Context: an optimization exercise on an open-source flow, tuned for small area and a short achievable clock period. The choices shown serve that exercise and are no tape-out recipe. RTL that was checked went through simulation tests only; none was proved equivalent to the original. Power figures rest on the tool's default switching activity, not on a simulated workload.

Setup of the baseline:
==> flow/design.v <==
module TMDS_Encoder #(
    parameter SYNC = 0               
) (
    input  wire       PixelClk,
    output reg  [9:0] pDataOutRaw,
    input  wire [7:0] pDataOut,
    input  wire       pC0,
    input  wire       pC1,
    input  wire       pVde,          
    input  wire       pVde_1,        
    input  wire       pVde_2         
);
wire [7:0] d = pDataOut;
wire a1 = d[1] | d[2] | d[3];
wire a2 = (d[1] & d[2]) | (d[1] & d[3]) | (d[2] & d[3]);
wire a3 = d[1] & d[2] & d[3];
wire b1 = d[4] | d[5] | d[6] | d[7];
wire b2 = ((d[4] | d[5]) & (d[6] | d[7])) | (d[4] & d[5]) | (d[6] & d[7]);
wire b3 = ((d[4] & d[5]) & (d[6] | d[7])) | ((d[6] & d[7]) & (d[4] | d[5]));
wire b4 = d[4] & d[5] & d[6] & d[7];
wire sel = b4 | (a1 & b3) | (a2 & b2) | (a3 & b1);
wire x12 = d[1] ^ d[2];
wire x34 = d[3] ^ d[4];
wire x56 = d[5] ^ d[6];
wire p2  = d[0] ^ x12;
wire p4  = p2 ^ x34;
wire p6  = p2 ^ (x34 ^ x56);
reg [3:0] pe_1;      
reg [3:0] nz_1;      
reg       sel_1;
wire [3:0] nz = ~({d[7], d[5], d[3], d[1]} ^ {4{sel}});
always @(posedge PixelClk) begin
    sel_1     <= sel;
    pe_1[3:1] <= {p6, p4, p2};
    nz_1[3:1] <= nz[3:1];
    if (SYNC && !pVde) {nz_1[0], pe_1[0]} <= {pC1, pC0};
    else               {nz_1[0], pe_1[0]} <= {nz[0], d[0]};
end
wire [3:0] nz2 = nz_1;
wire [3:0] neg = nz2 & pe_1;
wire       m0  = ^nz2;
wire       m1  = (nz2[0] & nz2[1]) ^ (nz2[2] & nz2[3]) ^ ((nz2[0] ^ nz2[1]) & (nz2[2] ^ nz2[3]));
wire       m2  = &nz2;
wire [2:0] n   = neg[0] + neg[1] + neg[2] + neg[3];
wire [2:0] xh  = {1'b0, m2, m1} - n;
wire [3:0] X   = {xh, m0};
wire [7:0] q1;
genvar gk;
generate
    for (gk = 0; gk < 4; gk = gk + 1) begin : qm
        assign q1[2*gk]   = pe_1[gk];
        assign q1[2*gk+1] = ~(pe_1[gk] ^ nz_1[gk]);
    end
endgenerate
reg [7:0] q_2;
reg       sel_2;
reg [3:0] X_2;
always @(posedge PixelClk) begin
    sel_2   <= sel_1;
    X_2     <= X;
    q_2[0]  <= q1[0];
    q_2[7:2] <= q1[7:2];
    if (SYNC && !pVde_1) q_2[1] <= nz_1[0];    
    else                 q_2[1] <= q1[1];
end
reg  [3:0] c_3;
wire       q8  = ~sel_2;
wire       z   = (c_3 == 4'd0) || (X_2 == 4'd0);
wire       inv = z ? sel_2 : (c_3[3] ^ X_2[3]);
wire [3:0] s1  = c_3 + X_2 + {3'b000, q8};
wire [3:0] s0  = c_3 + ~X_2 + {3'b000, q8};
wire [9:0] tok  = {~(q_2[1] ^ q_2[0]), ~q_2[0], {8'b01010100 ^ {8{q_2[0]}}}};
wire [9:0] tok0 = 10'b1101010100;
always @(posedge PixelClk) begin
    c_3 <= pVde_2 ? (inv ? s1 : s0) : 4'd0;
    if (pVde_2)
        pDataOutRaw <= {inv, q8, q_2 ^ {8{inv}}};
    else
        pDataOutRaw <= SYNC ? tok : tok0;
end
endmodule
module rgb2dvi (
    input  wire        PixelClk,
    input  wire [23:0] vid_pData,
    input  wire        vid_pVDE,
    input  wire        vid_pHSync,
    input  wire        vid_pVSync,
    output wire [9:0]  pDataOutRaw0,    
    output wire [9:0]  pDataOutRaw1,    
    output wire [9:0]  pDataOutRaw2     
);
reg pVde_1, pVde_2;
always @(posedge PixelClk) begin
    pVde_1 <= vid_pVDE;
    pVde_2 <= pVde_1;
end
TMDS_Encoder #(.SYNC(1)) DataEncoder0 (
    .PixelClk(PixelClk), .pDataOutRaw(pDataOutRaw0),
    .pDataOut(vid_pData[15:8]), .pC0(vid_pHSync), .pC1(vid_pVSync),
    .pVde(vid_pVDE), .pVde_1(pVde_1), .pVde_2(pVde_2));
TMDS_Encoder #(.SYNC(0)) DataEncoder1 (
    .PixelClk(PixelClk), .pDataOutRaw(pDataOutRaw1),
    .pDataOut(vid_pData[7:0]), .pC0(1'b0), .pC1(1'b0),
    .pVde(vid_pVDE), .pVde_1(pVde_1), .pVde_2(pVde_2));
TMDS_Encoder #(.SYNC(0)) DataEncoder2 (
    .PixelClk(PixelClk), .pDataOutRaw(pDataOutRaw2),
    .pDataOut(vid_pData[23:16]), .pC0(1'b0), .pC1(1'b0),
    .pVde(vid_pVDE), .pVde_1(pVde_1), .pVde_2(pVde_2));
endmodule
Settings: LEC_CHECK=0, CAP_MARGIN=20, CORE_MARGIN=2, CORE_UTILIZATION=60, SLEW_MARGIN=20; clock period 4.0 ns.
standard.sh (not shown) runs the stock make flow with config.mk's settings and CLKGATE_MAP_FILE= SYNTH_SCRIPT=/design/flow/synth_recipe.tcl, a recipe that flattens the netlist after the stock synthesis.
==> flow/flow/run.sh <==
#!/bin/bash
# Standard layout (the standard.sh) with these ORFS settings on top:
#  ADDER_MAP_FILE= : no adder cells in synthesis, ABC maps the adders as plain gates
#  ABC_AREA=1 with a copy of ORFS's scripts whose abc_area.script is flow/abc.script
#  BUFFER_PORTS_ARGS : the smallest buffer on each port
set -e
SD=$PWD/scripts_abc
rm -rf "$SD"
cp -r "$FLOW_HOME/scripts" "$SD"
cp flow/abc.script "$SD/abc_area.script"
bash standard.sh SCRIPTS_DIR="$SD" ADDER_MAP_FILE= ABC_AREA=1 "BUFFER_PORTS_ARGS=-buffer_cell sky130_fd_sc_hd__buf_1" "CTS_ARGS=-sink_clustering_enable -repair_clock_nets -dont_use_dummy_load -sink_clustering_size 28" > standard.log 2>&1
==> flow/flow/abc.script <==
strash
dc2
&get -n
&dch -f
&nf
&put
buffer -c
topo
stime -c
upsize -c
dnsize -c
The following lists how the candidate was set up differently from the baseline:
--- a/flow/design.v
+++ b/flow/design.v
@@ -55,9 +55,11 @@
 reg [7:0] q_2;
 reg       sel_2;
 reg [3:0] X_2;
+reg       xz_2;      
 always @(posedge PixelClk) begin
     sel_2   <= sel_1;
     X_2     <= X;
+    xz_2    <= (X == 4'd0);
     q_2[0]  <= q1[0];
     q_2[7:2] <= q1[7:2];
     if (SYNC && !pVde_1) q_2[1] <= nz_1[0];    
@@ -65,14 +67,17 @@
 end
 reg  [3:0] c_3;
 wire       q8  = ~sel_2;
-wire       z   = (c_3 == 4'd0) || (X_2 == 4'd0);
-wire       inv = z ? sel_2 : (c_3[3] ^ X_2[3]);
+wire       z   = (c_3 == 4'd0) || xz_2;
+wire       t   = c_3[3] ^ X_2[3];
+wire       inv = z ? sel_2 : t;
 wire [3:0] s1  = c_3 + X_2 + {3'b000, q8};
 wire [3:0] s0  = c_3 + ~X_2 + {3'b000, q8};
+wire [3:0] sa  = sel_2 ? s1 : s0;      
+wire [3:0] sb  = t ? s1 : s0;          
 wire [9:0] tok  = {~(q_2[1] ^ q_2[0]), ~q_2[0], {8'b01010100 ^ {8{q_2[0]}}}};
 wire [9:0] tok0 = 10'b1101010100;
 always @(posedge PixelClk) begin
-    c_3 <= pVde_2 ? (inv ? s1 : s0) : 4'd0;
+    c_3 <= pVde_2 ? (z ? sa : sb) : 4'd0;
     if (pVde_2)
         pDataOutRaw <= {inv, q8, q_2 ^ {8{inv}}};
     else
### Flow results
- Sort the candidate and the baseline by number of DRC markers after the initial detailed-route iteration desc -> top: the candidate
- A timing endpoint of the critical path of DataEncoder0.pDataOutRaw[0] is what the candidate shows, while DataEncoder0.X_2[3] belongs to the baseline.
- Relative to the baseline, the global-route wire length before repair measured on the candidate has increased by a few percent.
- Distinct cell type count of the synthesized netlist, the candidate and the baseline, lower one = the baseline.
- Number of register bits inferred by synthesis up 3 in the candidate wrt the baseline
- Relative to the baseline, count of sequential standard cells has gone up in the candidate.
- Area of the multi-input gates is lower on the baseline
- Die area, the candidate and the baseline: larger value in the candidate
- The candidate: smallest hold slack is 0.0051 ns lower than what the baseline reported.
- Taking the baseline as the reference, in the candidate aggregate routed wire length +about 3%; highest achievable clock rate has decreased.
- Between the candidate and the baseline, combinational group share of total power is higher for the baseline, the candidate comes in under that.
- The candidate vs the baseline — non-clock buffer count climbed slightly
- The candidate and the baseline ended up with nearly the same setup-violating endpoint count in the final report.
No functional check of the RTL was part of the candidate.

---

wip/violet:
Another version of the RTL of rgb2dvi (not shown whole).
Size in the first run: ~480 cells after synthesis, about 58 I/O pins.
==> module TMDS_Encoder, before the edit <==
module TMDS_Encoder #(
    parameter SYNC = 0               
) (
    input  wire       PixelClk,
    output reg  [9:0] pDataOutRaw,
    input  wire [7:0] pDataOut,
    input  wire       pC0,
    input  wire       pC1,
    input  wire       pVde,          
    input  wire       pVde_1,        
    input  wire       pVde_2         
);
wire [7:0] d = pDataOut;
wire a1 = d[1] | d[2] | d[3];
wire a2 = (d[1] & d[2]) | (d[1] & d[3]) | (d[2] & d[3]);
wire a3 = d[1] & d[2] & d[3];
wire e1 = d[4] | d[5], e2 = d[4] & d[5];
wire f1 = d[6] | d[7], f2 = d[6] & d[7];
wire b1 = e1 | f1;
wire b2 = e2 | f2 | (e1 & f1);
wire b3 = (e2 & f1) | (f2 & e1);
wire b4 = e2 & f2;
wire sel = b4 | (a1 & b3) | (a2 & b2) | (a3 & b1);
wire x12 = d[1] ^ d[2];
wire x34 = d[3] ^ d[4];
wire x56 = d[5] ^ d[6];
wire p2  = d[0] ^ x12;
wire p4  = p2 ^ x34;
wire p6  = p2 ^ (x34 ^ x56);
reg [3:0] pe_1;      
reg [3:0] nz_1;      
reg       sel_1;
wire [3:0] nz = ~({d[7], d[5], d[3], d[1]} ^ {4{sel}});
always @(posedge PixelClk) begin
    sel_1     <= sel;
    pe_1[3:2] <= {p6, p4};
    nz_1      <= nz;
    if (SYNC && !pVde) pe_1[1:0] <= {pC1, pC0};
    else               pe_1[1:0] <= {p2, d[0]};
end
wire [3:0] nz2 = nz_1;
wire [3:0] neg = nz2 & pe_1;
wire       m0  = ^nz2;
wire       m1  = (nz2[0] & nz2[1]) ^ (nz2[2] & nz2[3]) ^ ((nz2[0] ^ nz2[1]) & (nz2[2] ^ nz2[3]));
wire       m2  = &nz2;
wire [2:0] n   = neg[0] + neg[1] + neg[2] + neg[3];
wire [2:0] xh  = {1'b0, m2, m1} - n;
wire [3:0] X   = {xh, m0};
wire [7:0] q1;
genvar gk;
generate
    for (gk = 0; gk < 4; gk = gk + 1) begin : qm
        assign q1[2*gk]   = pe_1[gk];
        assign q1[2*gk+1] = ~(pe_1[gk] ^ nz_1[gk]);
    end
endgenerate
reg [7:0] q_2;
reg       sel_2;
reg [3:0] X_2;
always @(posedge PixelClk) begin
    sel_2   <= sel_1;
    X_2     <= X;
    q_2[0]  <= q1[0];
    q_2[7:2] <= q1[7:2];
    if (SYNC && !pVde_1) q_2[1] <= pe_1[1];    
    else                 q_2[1] <= q1[1];
end
reg  [3:0] c_3;
wire       q8  = ~sel_2;
wire       z   = (c_3 == 4'd0) || (X_2 == 4'd0);
wire       inv = z ? sel_2 : (c_3[3] ^ X_2[3]);
wire [3:0] s1  = c_3 + X_2 + {3'b000, q8};
wire [3:0] s0  = c_3 + ~X_2 + {3'b000, q8};
wire [9:0] tok  = {~(q_2[1] ^ q_2[0]), ~q_2[0], {8'b01010100 ^ {8{q_2[0]}}}};
wire [9:0] tok0 = 10'b1101010100;
always @(posedge PixelClk) begin
    c_3 <= pVde_2 ? (inv ? s1 : s0) : 4'd0;
    if (pVde_2)
        pDataOutRaw <= {inv, q8, q_2 ^ {8{inv}}};
    else
        pDataOutRaw <= SYNC ? tok : tok0;
end
endmodule
clock: 4.0 ns
lec_check: 0
cap_margin: 20
core_margin: 2
core_utilization: 60
setup_slack_margin: 2.2
slew_margin: 20
==> flow/flow/run.sh <==
#!/bin/bash
# Standard layout (the standard.sh) with these ORFS settings on top:
#  ADDER_MAP_FILE= : no adder cells in synthesis, ABC maps the adders as plain gates
#  ABC_AREA=1 with a copy of ORFS's scripts whose abc_area.script is flow/abc.script
#  BUFFER_PORTS_ARGS : the smallest buffer on each port
set -e
SD=$PWD/scripts_abc
rm -rf "$SD"
cp -r "$FLOW_HOME/scripts" "$SD"
cp flow/abc.script "$SD/abc_area.script"
bash standard.sh SCRIPTS_DIR="$SD" ADDER_MAP_FILE= ABC_AREA=1 "BUFFER_PORTS_ARGS=-buffer_cell sky130_fd_sc_hd__buf_1" "CTS_ARGS=-sink_clustering_enable -repair_clock_nets -dont_use_dummy_load" > standard.log 2>&1
==> flow/flow/abc.script <==
strash
&get -n
&st
&syn2
&b -d
&dch -f
&nf -R 50
&put
buffer -c
topo
stime -c
upsize -c
dnsize -c
The final layout from wip/violet, which completed every stage, passed the timing, DRC and antenna checks at the end of the flow.
Setup changes, wip/violet to wip/yarrow
--- a/flow/design.v
+++ b/flow/design.v
@@ -11,16 +11,14 @@
     input  wire       pVde_2         
 );
 wire [7:0] d = pDataOut;
-wire a1 = d[1] | d[2] | d[3];
-wire a2 = (d[1] & d[2]) | (d[1] & d[3]) | (d[2] & d[3]);
-wire a3 = d[1] & d[2] & d[3];
-wire e1 = d[4] | d[5], e2 = d[4] & d[5];
-wire f1 = d[6] | d[7], f2 = d[6] & d[7];
-wire b1 = e1 | f1;
-wire b2 = e2 | f2 | (e1 & f1);
-wire b3 = (e2 & f1) | (f2 & e1);
-wire b4 = e2 & f2;
-wire sel = b4 | (a1 & b3) | (a2 & b2) | (a3 & b1);
+wire t1 = d[5] | d[6] | d[7];
+wire t2 = (d[5] & d[6]) | (d[5] & d[7]) | (d[6] & d[7]);
+wire t3 = d[5] & d[6] & d[7];
+wire u1 = d[1] | d[2] | d[3] | d[4];
+wire u2 = ((d[1] | d[2]) & (d[3] | d[4])) | (d[1] & d[2]) | (d[3] & d[4]);
+wire u3 = ((d[1] & d[2]) & (d[3] | d[4])) | ((d[3] & d[4]) & (d[1] | d[2]));
+wire u4 = d[1] & d[2] & d[3] & d[4];
+wire sel = u4 | (t1 & u3) | (t2 & u2) | (t3 & u1);
 wire x12 = d[1] ^ d[2];
 wire x34 = d[3] ^ d[4];
 wire x56 = d[5] ^ d[6];
[summary]
- Synthesized netlist cell count ends up higher on wip/violet.
- wip/yarrow -> wip/violet: clock skew flat
- wip/yarrow: total power is 5.5% higher than what wip/violet reported.
- Note that the number of violations reported at the end of detailed-routing iteration 0 recorded for wip/yarrow amounts to 1.3 times the value seen in wip/violet.
- Post-synthesis net count shrinks slightly when moving from wip/violet to wip/yarrow.
- wip/violet and wip/yarrow ended up with roughly the same final-layout clock-cell area share.
- wip/violet → wip/yarrow: final routed wirelength across all metal layers saw an increase; pin slew with the least headroom to its limit saw an increase; met3 layer usage reported by global route saw a decrease; finished layout cell area saw an increase.
- Against wip/violet, wip/yarrow comes in 21 um^2 higher on post-placement cell area.
No functional check of the RTL was part of wip/yarrow.

==> separate check: timing with driven ports <==
The flow's constraints put no driver on any port. The routed layouts listed below were extracted and timed again, unchanged, in two steps.
Step 1 (the two cells are an assumption about what drives the block):
set clk [get_ports {PixelClk}]
set_driving_cell -lib_cell sky130_fd_sc_hd__clkbuf_16 $clk
set_driving_cell -lib_cell sky130_fd_sc_hd__buf_2 [delete_from_list [all_inputs] $clk]
Step 2, shift: input delay + t, output delay - t, t = (earliest + latest rising clock arrival at the registers) / 2. This alone moves slack from input paths to output paths.
Three values: ideal, step 1, step 2; two values: the first two.
run	shift t [ns]	setup WS [ns]	worst hold slack (ns)	worst setup path at the end	worst register clock-pin slew, ns
the baseline	0.384	2.074 / 2.074 / 1.785	0.330 / 0.330 / 0.330	input to register	0.10 / 0.10
the candidate	0.516	1.831 / 1.831 / 1.569	0.324 / 0.324 / 0.324	input to register	0.05 / 0.05
wip/violet	0.381	2.274 / 2.286 / 1.906	0.343 / 0.343 / 0.343	input to register	0.10 / 0.10
wip/yarrow	0.380	2.241 / 2.250 / 1.870	0.324 / 0.324 / 0.324	input to register	0.10 / 0.10
After both steps setup and hold are still met in every run listed. The setup slack of wip/yarrow, which loses most, moves by +0.009 ns with the drivers and by -0.371 ns with both steps.
